Background: an optimization exercise with open tools, aiming at small area and a short achievable clock period. Do not read the settings as production practice. At most, simulation tests tie the RTL to the original design; equivalence was not proved. No activity file was given, so power comes from the tool's default toggle rates.

job 4286:
==> flow/design.v <==
module PCPU (
	input wire clock,
	input wire [15:0] d_datain,
	input wire enable,
	input wire [15:0] i_datain,
	input wire reset,
	input wire start,
	output wire [15:0] d_addr,
	output wire [15:0] d_dataout,
	output wire d_we,
	output wire [7:0] i_addr,
	output wire [15:0] regi0,
	output wire [15:0] regi1,
	output wire [15:0] regi2,
	output wire [15:0] regi3,
	output wire [15:0] regi4,
	output wire [15:0] regi5,
	output wire [15:0] regi6,
	output wire [15:0] regi7,
	output wire [2:0] wb_addr
);
localparam [4:0] OP_LOAD = 5'b00010, OP_STORE = 5'b00011, OP_MOVI = 5'b00100,
                 OP_SHR  = 5'b00101, OP_CAL   = 5'b00110, OP_CAR  = 5'b00111,
                 OP_ADD  = 5'b01000, OP_ADDI  = 5'b01001, OP_ADDC = 5'b10001,
                 OP_SUB  = 5'b10010, OP_SUBI  = 5'b10011, OP_SUBC = 5'b10100,
                 OP_CMP  = 5'b01100, OP_AND   = 5'b01101, OP_OR   = 5'b01110,
                 OP_XOR  = 5'b01111, OP_JUMP  = 5'b11000, OP_HALT = 5'b00001;
reg        run;                  
reg [7:0]  pc;
reg [4:0]  id_op;
reg [2:0]  id_rd;
reg [7:0]  id_lo;                
reg [7:0]  id_sA, id_sB;         
reg [4:0]  ex_op;
reg [2:0]  ex_rd;
reg        ex_sub;               
reg        ex_usec;              
reg [15:0] reg_A, reg_B, smdr;
reg [3:0]  ex_sh;                
reg        mem_wr, mem_load, mem_fs, mem_halt;
reg [2:0]  mem_rd;
reg        dw, jump;
reg [15:0] reg_C, smdr1;
reg        zf, sf, cf;
reg        wb_wr, wb_halt;
reg [2:0]  wb_rd;
reg [15:0] reg_C1;
reg [15:0] gr [0:7];
assign i_addr    = pc;
assign d_addr    = reg_C;
assign d_dataout = smdr1;
assign d_we      = dw;
assign wb_addr   = wb_rd;
assign regi0 = gr[0];
assign regi1 = gr[1];
assign regi2 = gr[2];
assign regi3 = gr[3];
assign regi4 = gr[4];
assign regi5 = gr[5];
assign regi6 = gr[6];
assign regi7 = gr[7];
wire wb_we = run & wb_wr;
wire [15:0] grn [0:7];           
genvar gi;
generate
	for (gi = 0; gi < 8; gi = gi + 1) begin : g_rf
		assign grn[gi] = (wb_we && wb_rd == gi) ? reg_C1 : gr[gi];
		always @(posedge clock or negedge reset)
			if (!reset) gr[gi] <= 16'd0;
			else        gr[gi] <= grn[gi];
	end
endgenerate
wire [15:0] c1n = mem_load ? d_datain : reg_C;
wire ex_wr = (ex_op == OP_MOVI) || (ex_op == OP_SHR) || (ex_op == OP_CAL) ||
             (ex_op == OP_CAR)  || (ex_op == OP_ADD) || (ex_op == OP_ADDI) ||
             (ex_op == OP_ADDC) || (ex_op == OP_SUB) || (ex_op == OP_SUBI) ||
             (ex_op == OP_SUBC) || (ex_op == OP_AND) || (ex_op == OP_OR) ||
             (ex_op == OP_XOR);
wire ex_fs = (ex_op == OP_ADD)  || (ex_op == OP_ADDI) || (ex_op == OP_ADDC) ||
             (ex_op == OP_SUB)  || (ex_op == OP_SUBI) || (ex_op == OP_SUBC) ||
             (ex_op == OP_CMP);
wire ex_load  = ex_op == OP_LOAD;
wire ex_store = ex_op == OP_STORE;
wire ex_halt  = ex_op == OP_HALT;
wire ex_br    = (ex_op[4:3] == 2'b11) && (ex_op[2:1] != 2'b00);
wire        cin = ex_sub ^ (ex_usec & cf);
wire [15:0] bop = reg_B;
wire [15:0] bx  = bop ^ {16{ex_sub}};
wire [17:0] sum18 = {1'b0, reg_A, 1'b1} + {1'b0, bx, cin};
wire [15:0] sum = sum18[16:1];
wire        cout = sum18[17];
wire        is_cal = ex_op == OP_CAL;
wire        fill   = (ex_op == OP_CAR) & reg_A[15];
wire [3:0]  r  = ex_sh;
wire [15:0] q1 = r[0] ? {reg_A[14:0], reg_A[15]}  : reg_A;
wire [15:0] q2 = r[1] ? {q1[13:0], q1[15:14]}     : q1;
wire [15:0] q3 = r[2] ? {q2[11:0], q2[15:12]}     : q2;
wire [15:0] q4 = r[3] ? {q3[7:0],  q3[15:8]}      : q3;
reg  [15:0] keep;
integer ki;
always @(*)
	for (ki = 0; ki < 16; ki = ki + 1)
		keep[ki] = is_cal ? (ki >= r) : ((r == 4'd0) || (ki < r));
wire [15:0] sh = (q4 & keep) | ({16{fill}} & ~keep);
reg [3:0] lut;
always @(*) begin
	case (ex_op)
		OP_AND:  lut = 4'b1000;
		OP_OR:   lut = 4'b1110;
		OP_XOR:  lut = 4'b0110;
		default: lut = 4'b1010;         
	endcase
end
wire ex_shift = (ex_op == OP_SHR) || (ex_op == OP_CAL) || (ex_op == OP_CAR);
wire ex_logic = (ex_op == OP_AND) || (ex_op == OP_OR) || (ex_op == OP_XOR) || (ex_op == OP_MOVI);
wire [15:0] lg;
genvar bi;
generate
	for (bi = 0; bi < 16; bi = bi + 1) begin : g_lut
		assign lg[bi] = lut[{reg_A[bi], bop[bi]}];
	end
endgenerate
wire ex_arith = ~(ex_logic | ex_shift);
wire [15:0] alu_ns = ex_logic ? lg : sh;        
wire [15:0] alu = ex_arith ? sum : alu_ns;
wire id_rdA = (id_op[4:3] == 2'b11 && id_op[2:1] != 2'b00) ||
              (id_op == OP_ADDI) || (id_op == OP_SUBI) || (id_op == OP_MOVI);
wire id_store = id_op == OP_STORE;
wire id_imm4 = (id_op == OP_LOAD) || (id_op == OP_STORE) || (id_op == OP_MOVI) ||
               (id_op == OP_SHR)  || (id_op == OP_CAL)   || (id_op == OP_CAR);
wire id_imm8 = (id_op[4:3] == 2'b11 && id_op[2:1] != 2'b00) ||
               (id_op == OP_ADDI) || (id_op == OP_SUBI);
wire id_jump = id_op == OP_JUMP;
wire id_rsh  = (id_op == OP_SHR) || (id_op == OP_CAR);
wire [4:0] f_op = i_datain[15:11];
wire f_rdA = (f_op[4:3] == 2'b11 && f_op[2:1] != 2'b00) ||
             (f_op == OP_ADDI) || (f_op == OP_SUBI) || (f_op == OP_MOVI);
wire f_store = f_op == OP_STORE;
wire fA_ex  = ex_wr  && id_sA[ex_rd];
wire fA_mem = mem_wr && id_sA[mem_rd];
wire fB_ex  = ex_wr  && id_sB[ex_rd];
wire fB_mem = mem_wr && id_sB[mem_rd];
reg [15:0] rfA, rfB;
integer ri;
always @(*) begin
	rfA = 16'd0; rfB = 16'd0;
	for (ri = 0; ri < 8; ri = ri + 1) begin
		rfA = rfA | ({16{id_sA[ri]}} & gr[ri]);
		rfB = rfB | ({16{id_sB[ri]}} & gr[ri]);
	end
end
wire [15:0] rA = (fA_ex & ex_arith) ? sum : fA_ex ? alu_ns : fA_mem ? c1n : (wb_we & id_sA[wb_rd]) ? reg_C1 : rfA;
wire [15:0] rB = (fB_ex & ex_arith) ? sum : fB_ex ? alu_ns : fB_mem ? c1n : (wb_we & id_sB[wb_rd]) ? reg_C1 : rfB;
wire id_sub  = (id_op == OP_SUB) || (id_op == OP_SUBI) || (id_op == OP_SUBC) || (id_op == OP_CMP);
wire id_usec = (id_op == OP_ADDC) || (id_op == OP_SUBC);
wire [4:0] i_op = i_datain[15:11];
wire id_load = id_op == OP_LOAD;
wire f_c1 = i_op[4:2] == 3'b001;                                    
wire f_c2 = (i_op == OP_ADD) || (i_op == OP_ADDC) || (i_op == OP_SUB) || (i_op == OP_SUBC) ||
            (i_op == OP_CMP) || (i_op == OP_AND)  || (i_op == OP_OR)  || (i_op == OP_XOR);
wire f_c3 = (i_op == OP_ADDI) || (i_op == OP_SUBI) || (i_op == OP_MOVI);  
wire hz = ((f_c1 | f_c2) & (id_rd == i_datain[6:4])) |
          (f_c2 & (id_rd == i_datain[2:0])) |
          (f_c3 & (id_rd == i_datain[10:8]));
wire kill    = jump | id_jump;                  
wire ld_live = id_load & ~jump;                 
wire f_bub   = kill | (ld_live & hz);           
wire pc_hold = ~run | (ld_live & hz);
wire [7:0] pc_new = jump ? reg_C[7:0] : id_jump ? id_lo : pc + 8'd1;
wire zf_now = mem_fs ? (reg_C == 16'd0) : zf;
reg  cond;
always @(*) begin
	case (ex_op[2:1])
		2'b01:   cond = zf_now;
		2'b10:   cond = sf;
		default: cond = cf;
	endcase
end
always @(posedge clock or negedge reset) begin
	if (!reset) begin
		run <= 1'b1;
		pc <= 8'd0;
		id_op <= 5'd0; id_rd <= 3'd0;
		ex_op <= 5'd0; ex_rd <= 3'd0;
		mem_wr <= 1'b0; mem_load <= 1'b0; mem_fs <= 1'b0; mem_halt <= 1'b0;
		mem_rd <= 3'd0; dw <= 1'b0; jump <= 1'b0;
		zf <= 1'b0; sf <= 1'b0; cf <= 1'b0;
		wb_wr <= 1'b0; wb_halt <= 1'b0; wb_rd <= 3'd0;
	end else begin
		run <= run & ~wb_halt;
		if (!pc_hold) pc <= pc_new;
		if (f_bub) begin
			id_op <= 5'd0; id_rd <= 3'd0;
		end else begin
			id_op <= i_datain[15:11]; id_rd <= i_datain[10:8];
		end
		if (jump || id_jump) begin
			ex_op <= 5'd0; ex_rd <= 3'd0;
		end else begin
			ex_op <= id_op; ex_rd <= id_rd;
		end
		if (jump) begin
			mem_wr <= 1'b0; mem_load <= 1'b0; mem_fs <= 1'b0; mem_halt <= 1'b0;
			mem_rd <= 3'd0;
		end else begin
			mem_wr <= ex_wr | ex_load; mem_load <= ex_load; mem_fs <= ex_fs;
			mem_halt <= ex_halt; mem_rd <= ex_rd;
		end
		if (run) dw <= ex_store & ~jump;
		jump <= ~jump & ex_br & (cond ^ ex_op[0]);
		zf <= zf_now;
		if (ex_fs && !jump) begin
			sf <= alu[15];
			cf <= cout ^ ex_sub;
		end
		wb_wr <= mem_wr; wb_halt <= mem_halt;
		if (run) wb_rd <= mem_rd;
	end
end
always @(posedge clock) begin
	id_lo <= i_datain[7:0];
	id_sA <= 8'd1 << (f_rdA ? i_datain[10:8] : i_datain[6:4]);
	id_sB <= 8'd1 << (f_store ? i_datain[10:8] : i_datain[2:0]);
	reg_A <= rA;
	ex_sh <= id_rsh ? 4'd0 - id_lo[3:0] : id_lo[3:0];
	reg_B <= id_imm4 ? {12'd0, id_lo[3:0]} : id_imm8 ? {8'd0, id_lo} : rB;
	smdr  <= rB;
	ex_sub  <= id_sub;
	ex_usec <= id_usec;
	if (run) begin
		reg_C <= alu;
		smdr1 <= smdr;
	end
	reg_C1 <= c1n;
end
endmodule
==> flow/config.mk <==
export PLATFORM = sky130hd
export DESIGN_NAME = PCPU
export DESIGN_NICKNAME = PCPU
export VERILOG_FILES = /design/flow/design.v
export SDC_FILE = /design/flow/constraint.sdc
export NUM_CORES = 4
export LEC_CHECK = 0
export CAP_MARGIN = 20
export CORE_MARGIN = 2
export CORE_UTILIZATION = 50
export PLACE_DENSITY = 0.75
export SETUP_SLACK_MARGIN = 3.4
export SLEW_MARGIN = 20
==> flow/constraint.sdc <==
create_clock -name core_clock -period 6.0 [get_ports {clock}]
set_input_delay 1.2000 -clock core_clock [delete_from_list [all_inputs] [get_ports {clock}]]
set_output_delay 1.2000 -clock core_clock [all_outputs]
set_load 0.01 [all_outputs]
standard.sh (not shown) runs the stock make flow with config.mk's settings and CLKGATE_MAP_FILE= SYNTH_SCRIPT=/design/flow/synth_recipe.tcl, a recipe that flattens the netlist after the stock synthesis.
==> flow/flow/run.sh <==
#!/bin/bash
# Standard layout (the standard.sh) with two changes: the port buffers use
# the smallest buffer cell, and the clock tree is built with larger sink
# clusters and no dummy loads. Each tool's output is in standard.log and in
# orfs/logs/.
set -euo pipefail
export BUFFER_PORTS_ARGS="-buffer_cell sky130_fd_sc_hd__buf_1"
export CTS_ARGS="-sink_clustering_enable -repair_clock_nets -dont_use_dummy_load -sink_clustering_size 25 -sink_clustering_max_diameter 80"
bash standard.sh > standard.log 2>&1
diff inputs: job 4286 => job 616
--- a/flow/design.v
+++ b/flow/design.v
@@ -31,15 +31,15 @@
 reg [2:0]  id_rd;
 reg [7:0]  id_lo;                
 reg [7:0]  id_sA, id_sB;         
 reg [4:0]  ex_op;
 reg [2:0]  ex_rd;
 reg        ex_sub;               
-reg        ex_usec;              
+reg        ex_ci_c, ex_ci_n, ex_ci_1;  
 reg [15:0] reg_A, reg_B, smdr;
-reg [3:0]  ex_sh;                
+reg [3:0]  ex_r1, ex_r4;         
 reg        mem_wr, mem_load, mem_fs, mem_halt;
 reg [2:0]  mem_rd;
 reg        dw, jump;
 reg [15:0] reg_C, smdr1;
 reg        zf, sf, cf;
 reg        wb_wr, wb_halt;
@@ -80,25 +80,25 @@
              (ex_op == OP_SUB)  || (ex_op == OP_SUBI) || (ex_op == OP_SUBC) ||
              (ex_op == OP_CMP);
 wire ex_load  = ex_op == OP_LOAD;
 wire ex_store = ex_op == OP_STORE;
 wire ex_halt  = ex_op == OP_HALT;
 wire ex_br    = (ex_op[4:3] == 2'b11) && (ex_op[2:1] != 2'b00);
-wire        cin = ex_sub ^ (ex_usec & cf);
+wire        cin = (ex_ci_c & cf) | (ex_ci_n & ~cf) | ex_ci_1;
 wire [15:0] bop = reg_B;
-wire [15:0] bx  = bop ^ {16{ex_sub}};
+wire [15:0] bx  = bop;                  
 wire [17:0] sum18 = {1'b0, reg_A, 1'b1} + {1'b0, bx, cin};
 wire [15:0] sum = sum18[16:1];
 wire        cout = sum18[17];
 wire        is_cal = ex_op == OP_CAL;
 wire        fill   = (ex_op == OP_CAR) & reg_A[15];
-wire [3:0]  r  = ex_sh;
-wire [15:0] q1 = r[0] ? {reg_A[14:0], reg_A[15]}  : reg_A;
-wire [15:0] q2 = r[1] ? {q1[13:0], q1[15:14]}     : q1;
-wire [15:0] q3 = r[2] ? {q2[11:0], q2[15:12]}     : q2;
-wire [15:0] q4 = r[3] ? {q3[7:0],  q3[15:8]}      : q3;
+wire [3:0]  r  = {ex_r4[2] | ex_r4[3], ex_r4[1] | ex_r4[3], ex_r1[2] | ex_r1[3], ex_r1[1] | ex_r1[3]};
+wire [15:0] q1 = ({16{ex_r1[0]}} & reg_A) | ({16{ex_r1[1]}} & {reg_A[14:0], reg_A[15]}) |
+                 ({16{ex_r1[2]}} & {reg_A[13:0], reg_A[15:14]}) | ({16{ex_r1[3]}} & {reg_A[12:0], reg_A[15:13]});
+wire [15:0] q4 = ({16{ex_r4[0]}} & q1) | ({16{ex_r4[1]}} & {q1[11:0], q1[15:12]}) |
+                 ({16{ex_r4[2]}} & {q1[7:0], q1[15:8]}) | ({16{ex_r4[3]}} & {q1[3:0], q1[15:4]});
 reg  [15:0] keep;
 integer ki;
 always @(*)
 	for (ki = 0; ki < 16; ki = ki + 1)
 		keep[ki] = is_cal ? (ki >= r) : ((r == 4'd0) || (ki < r));
 wire [15:0] sh = (q4 & keep) | ({16{fill}} & ~keep);
@@ -129,12 +129,13 @@
 wire id_imm4 = (id_op == OP_LOAD) || (id_op == OP_STORE) || (id_op == OP_MOVI) ||
                (id_op == OP_SHR)  || (id_op == OP_CAL)   || (id_op == OP_CAR);
 wire id_imm8 = (id_op[4:3] == 2'b11 && id_op[2:1] != 2'b00) ||
                (id_op == OP_ADDI) || (id_op == OP_SUBI);
 wire id_jump = id_op == OP_JUMP;
 wire id_rsh  = (id_op == OP_SHR) || (id_op == OP_CAR);
+wire [3:0] id_ramt = id_rsh ? 4'd0 - id_lo[3:0] : id_lo[3:0];
 wire [4:0] f_op = i_datain[15:11];
 wire f_rdA = (f_op[4:3] == 2'b11 && f_op[2:1] != 2'b00) ||
              (f_op == OP_ADDI) || (f_op == OP_SUBI) || (f_op == OP_MOVI);
 wire f_store = f_op == OP_STORE;
 wire fA_ex  = ex_wr  && id_sA[ex_rd];
 wire fA_mem = mem_wr && id_sA[mem_rd];
@@ -219,17 +220,20 @@
 end
 always @(posedge clock) begin
 	id_lo <= i_datain[7:0];
 	id_sA <= 8'd1 << (f_rdA ? i_datain[10:8] : i_datain[6:4]);
 	id_sB <= 8'd1 << (f_store ? i_datain[10:8] : i_datain[2:0]);
 	reg_A <= rA;
-	ex_sh <= id_rsh ? 4'd0 - id_lo[3:0] : id_lo[3:0];
-	reg_B <= id_imm4 ? {12'd0, id_lo[3:0]} : id_imm8 ? {8'd0, id_lo} : rB;
+	ex_r1 <= 4'd1 << id_ramt[1:0];
+	ex_r4 <= 4'd1 << id_ramt[3:2];
+	reg_B <= (id_imm4 ? {12'd0, id_lo[3:0]} : id_imm8 ? {8'd0, id_lo} : rB) ^ {16{id_sub}};
 	smdr  <= rB;
 	ex_sub  <= id_sub;
-	ex_usec <= id_usec;
+	ex_ci_c <= id_usec & ~id_sub;
+	ex_ci_n <= id_usec & id_sub;
+	ex_ci_1 <= id_sub & ~id_usec;
 	if (run) begin
 		reg_C <= alu;
 		smdr1 <= smdr;
 	end
 	reg_C1 <= c1n;
 end
==> comparison <==
- Compared to job 4286, job 616 has flip-flop and latch count 6 higher.
- The lower final layout net count of job 4286 and job 616 is in job 4286.
- Job 616 vs job 4286 on share of synthesized area occupied by flip-flops and latches: job 616 is the higher one.
- Job 4286 → job 616: aggregate routed wire length shrank by about 1.1%, number of buffers added for setup after CTS shrank by 2.
- Side by side, half-perimeter wire length of the detailed placement result turned out lower in job 616 than in job 4286.
- Job 616: synthesized-area fraction occupied by ao, oa, aoi and oai cells higher than job 4286
- Job 616 against job 4286: overall power consumption -1.5%; die footprint +about 1.2%; combinational power -about 10%.
No functional check of the RTL was part of job 616.

-- re-timing with driven ports --
The results above use ideal ports. As a check the final layouts listed here were re-extracted and re-timed, cells and wires unchanged.
Step 1 assumes that a clkbuf_16 drives the clock port and a buf_2 every other input.
Step 2 times the ports against the registers' clock, not the clock port: input delays grow and output delays shrink by t, the midpoint of the rising clock arrivals with the driver on.
Three values: ideal ports, drivers, drivers and shift; two values: the first two.
| run | t (ns) | setup WS [ns] | worst setup path after step 2 | clock arrival spread, ns | worst data-port slew with drivers (ns) |
|---|---|---|---|---|---|
| job 4286 | 0.536 | 3.271 / 3.271 / 3.050 | input to register | 0.047 / 0.047 | 0.04 |
| job 616 | 0.552 | 3.271 / 3.271 / 2.978 | input to register | 0.057 / 0.056 | 0.09 |
After both steps setup and hold are still met in every run listed. For job 616, which loses most, drivers alone change the setup slack by 0.000 ns; drivers and shift together by -0.293 ns.
